From an optimization exercise on the open Yosys and OpenROAD flow, aimed at small area; shortcuts taken in it are not production practice. Only simulation tests tie the RTL to the original design; equivalence was not proved.

Design audio_mixer, start of the top module:
module audio_mixer(
	clk,
	nRst,
	ad_ws,
	ad_bck,
	ad_di,
	ad_do,
	ad_l3md,
	ad_l3clk,
	ad_l3data,
	mcu_data,
	mcu_wr,
	mcu_cmd_data_sw,
	mcu_l3md,
	mcu_l3clk,
	mcu_l3data,
	mcu_cs1,
	mcu_cs0,
	led
);
Size: roughly 910 flip-flops.
clock: 20.0 ns
lec_check: 0
cap_margin: 20
core_margin: 2
core_utilization: 65
cts_buf_list: sky130_fd_sc_hd__clkbuf_8 sky130_fd_sc_hd__clkbuf_16
cts_cluster_diameter: 70
cts_cluster_size: 28
place_density: 0.75
slew_margin: 20
synth_hierarchical: 1
run.sh (not shown) runs the stock make flow with config.mk's settings and CLKGATE_MAP_FILE= SYNTH_SCRIPT=/design/flow/synth_recipe.tcl, a recipe that flattens the netlist after the stock synthesis.
Then changed:
--- a/flow/design.v
+++ b/flow/design.v
@@ -660,40 +660,38 @@
 wire	[7:0]	rdval = (gain_we && cmd_r[5:0] == eaddr) ? mcu_data : mval;
 wire	[2:0]	ui = op ? cmd_r[2:0] : hp[2:0];
 wire	[1:0]	uk = op ? cmd_r[5:4] : hp[4:3];
 wire	[7:0]	ua = op ? cur : hg;
 wire	[7:0]	uc = op ? orig : 8'h00;
 wire		first = ~op & (hp[2:0] == 3'd0);
 wire	[7:0]	xsel;
 generate for (gi = 0; gi < 8; gi = gi + 1) begin : xdec
-	assign xsel[gi] = (ui == gi) & ~((gi % 2) ? zr : zl);
+	assign xsel[gi] = (ui == gi);
 end endgenerate
 wire	[15:4]	xm;
 generate for (gb = 4; gb < 16; gb = gb + 1) begin : xrd
 	wire [2:0] y;
 	aoi222 u0(.A1(xsel[0]), .A2(dl0[gb]), .B1(xsel[1]), .B2(dr0[gb]), .C1(xsel[2]), .C2(dl1[gb]), .Y(y[0]));
 	aoi222 u1(.A1(xsel[3]), .A2(dr1[gb]), .B1(xsel[4]), .B2(dl2[gb]), .C1(xsel[5]), .C2(dr2[gb]), .Y(y[1]));
 	assign y[2] = ~((xsel[6] & dl3[gb]) | (xsel[7] & dr3[gb]));
 	assign xm[gb] = ~&y;
 end endgenerate
-wire	[15:4]	xs = xm;	 
+wire	[15:4]	xs = (ui[0] ? zr : zl) ? 12'd0 : xm;
 wire	[15:0]	x = {xs, 4'd0};
-wire	[3:0]	asel;
-generate for (gi = 0; gi < 4; gi = gi + 1) begin : adec
-	assign asel[gi] = (uk == gi) & ~first;
-end endgenerate
-wire	[15:0]	accs;
-generate for (gb = 0; gb < 16; gb = gb + 1) begin : ard
-	wire y0;
-	aoi222 u(.A1(asel[0]), .A2(acc0[gb]), .B1(asel[1]), .B2(acc1[gb]), .C1(asel[2]), .C2(acc2[gb]), .Y(y0));
-	assign accs[gb] = ~(y0 & ~(asel[3] & acc3[gb]));
-end endgenerate
+reg	[15:0]	accs;
+always @(*)
+	case (uk)
+	2'd0: accs = acc0;
+	2'd1: accs = acc1;
+	2'd2: accs = acc2;
+	default: accs = acc3;
+	endcase
 wire	[15:0]	sum;
-mac_sd mac(.X(x), .A(ua), .C(uc), .ACC(accs), .S(sum));
+mac_sd mac(.X(x), .A(ua), .C(uc), .ACC(first ? 16'd0 : accs), .S(sum));
 wire	wacc = op | proc;
 always @(posedge clk) begin
 	if (wacc && uk == 2'd0) acc0 <= sum;
 	if (wacc && uk == 2'd1) acc1 <= sum;
 	if (wacc && uk == 2'd2) acc2 <= sum;
 	if (wacc && uk == 2'd3) acc3 <= sum;
 end
 wire	out_ld = (cnt[7:0] == 8'd1);
@@ -727,31 +725,15 @@
 	if (data_wr)
 		cur <= mcu_data;
 end
 always @(posedge clk)
 	if (ws_edge) begin
 		tx0 <= out0; tx1 <= out1; tx2 <= out2; tx3 <= out3;
 	end
 wire	[3:0]	bsel = ~(cnt[7:4] - {3'd0, (cnt[3:0] < 4'd4)});
-wire	[15:0]	bdec;
-generate for (gi = 0; gi < 16; gi = gi + 1) begin : bdc
-	assign bdec[gi] = (bsel == gi);
-end endgenerate
-wire	[63:0]	txw = {tx3, tx2, tx1, tx0};
-wire	[3:0]	txb;
-generate for (gk = 0; gk < 4; gk = gk + 1) begin : txs
-	wire [5:0] y;
-	for (gi = 0; gi < 5; gi = gi + 1) begin : t
-		aoi222 u(.A1(bdec[3*gi]), .A2(txw[gk*16+3*gi]),
-			 .B1(bdec[3*gi+1]), .B2(txw[gk*16+3*gi+1]),
-			 .C1(bdec[3*gi+2]), .C2(txw[gk*16+3*gi+2]), .Y(y[gi]));
-	end
-	assign y[5] = ~(bdec[15] & txw[gk*16+15]);
-	assign txb[gk] = ~&y;
-end endgenerate
-assign ad_do = (tx_zero | zl) ? 4'd0 : txb;
+assign ad_do = (tx_zero | zl) ? 4'd0 : {tx3[bsel], tx2[bsel], tx1[bsel], tx0[bsel]};
 endmodule
 module aoi222(A1, A2, B1, B2, C1, C2, Y);
 input A1, A2, B1, B2, C1, C2;
 output Y;
 assign Y = ~((A1 & A2) | (B1 & B2) | (C1 & C2));
 endmodule
After rerunning: The changed run completed with no timing, DRC or antenna violations. Worst hold slack loses 12 ps. Via count shrinks by 0.90%. Global-route usage shrinks by 1.3 points. Worst setup slack loses 770 ps. Utilization shrinks by 0.39 points.

-- separate check: timing with driven ports --
Ports are ideal in the flow. The routed layouts listed here were re-timed in OpenROAD.
Step 1 (the two cells are an assumption about what drives the block):
set clk [get_ports {clk}]
set_driving_cell -lib_cell sky130_fd_sc_hd__clkbuf_16 $clk
set_driving_cell -lib_cell sky130_fd_sc_hd__buf_2 [delete_from_list [all_inputs] $clk]
Step 2 adds t to the input delays and takes it off the output delays; t is the mean of the earliest and latest rising clock arrival at the registers after step 1. Input paths then give back, and output paths get back, about the clock's delay inside the block.
Three values: ideal, step 1, step 2; two values: the first two.
run | t (ns) | setup WS [ns] | worst register clock-pin slew, ns | pins driven straight from the clock port
the first run | 0.666 | 3.647 / 3.637 / 2.970 | 0.11 / 0.11 | 1
the second run | 0.667 | 2.873 / 2.908 / 2.241 | 0.10 / 0.10 | 1
After both steps every run listed still meets setup and hold. For the first run, which loses most, drivers alone change the setup slack by -0.010 ns; drivers and shift together by -0.677 ns.
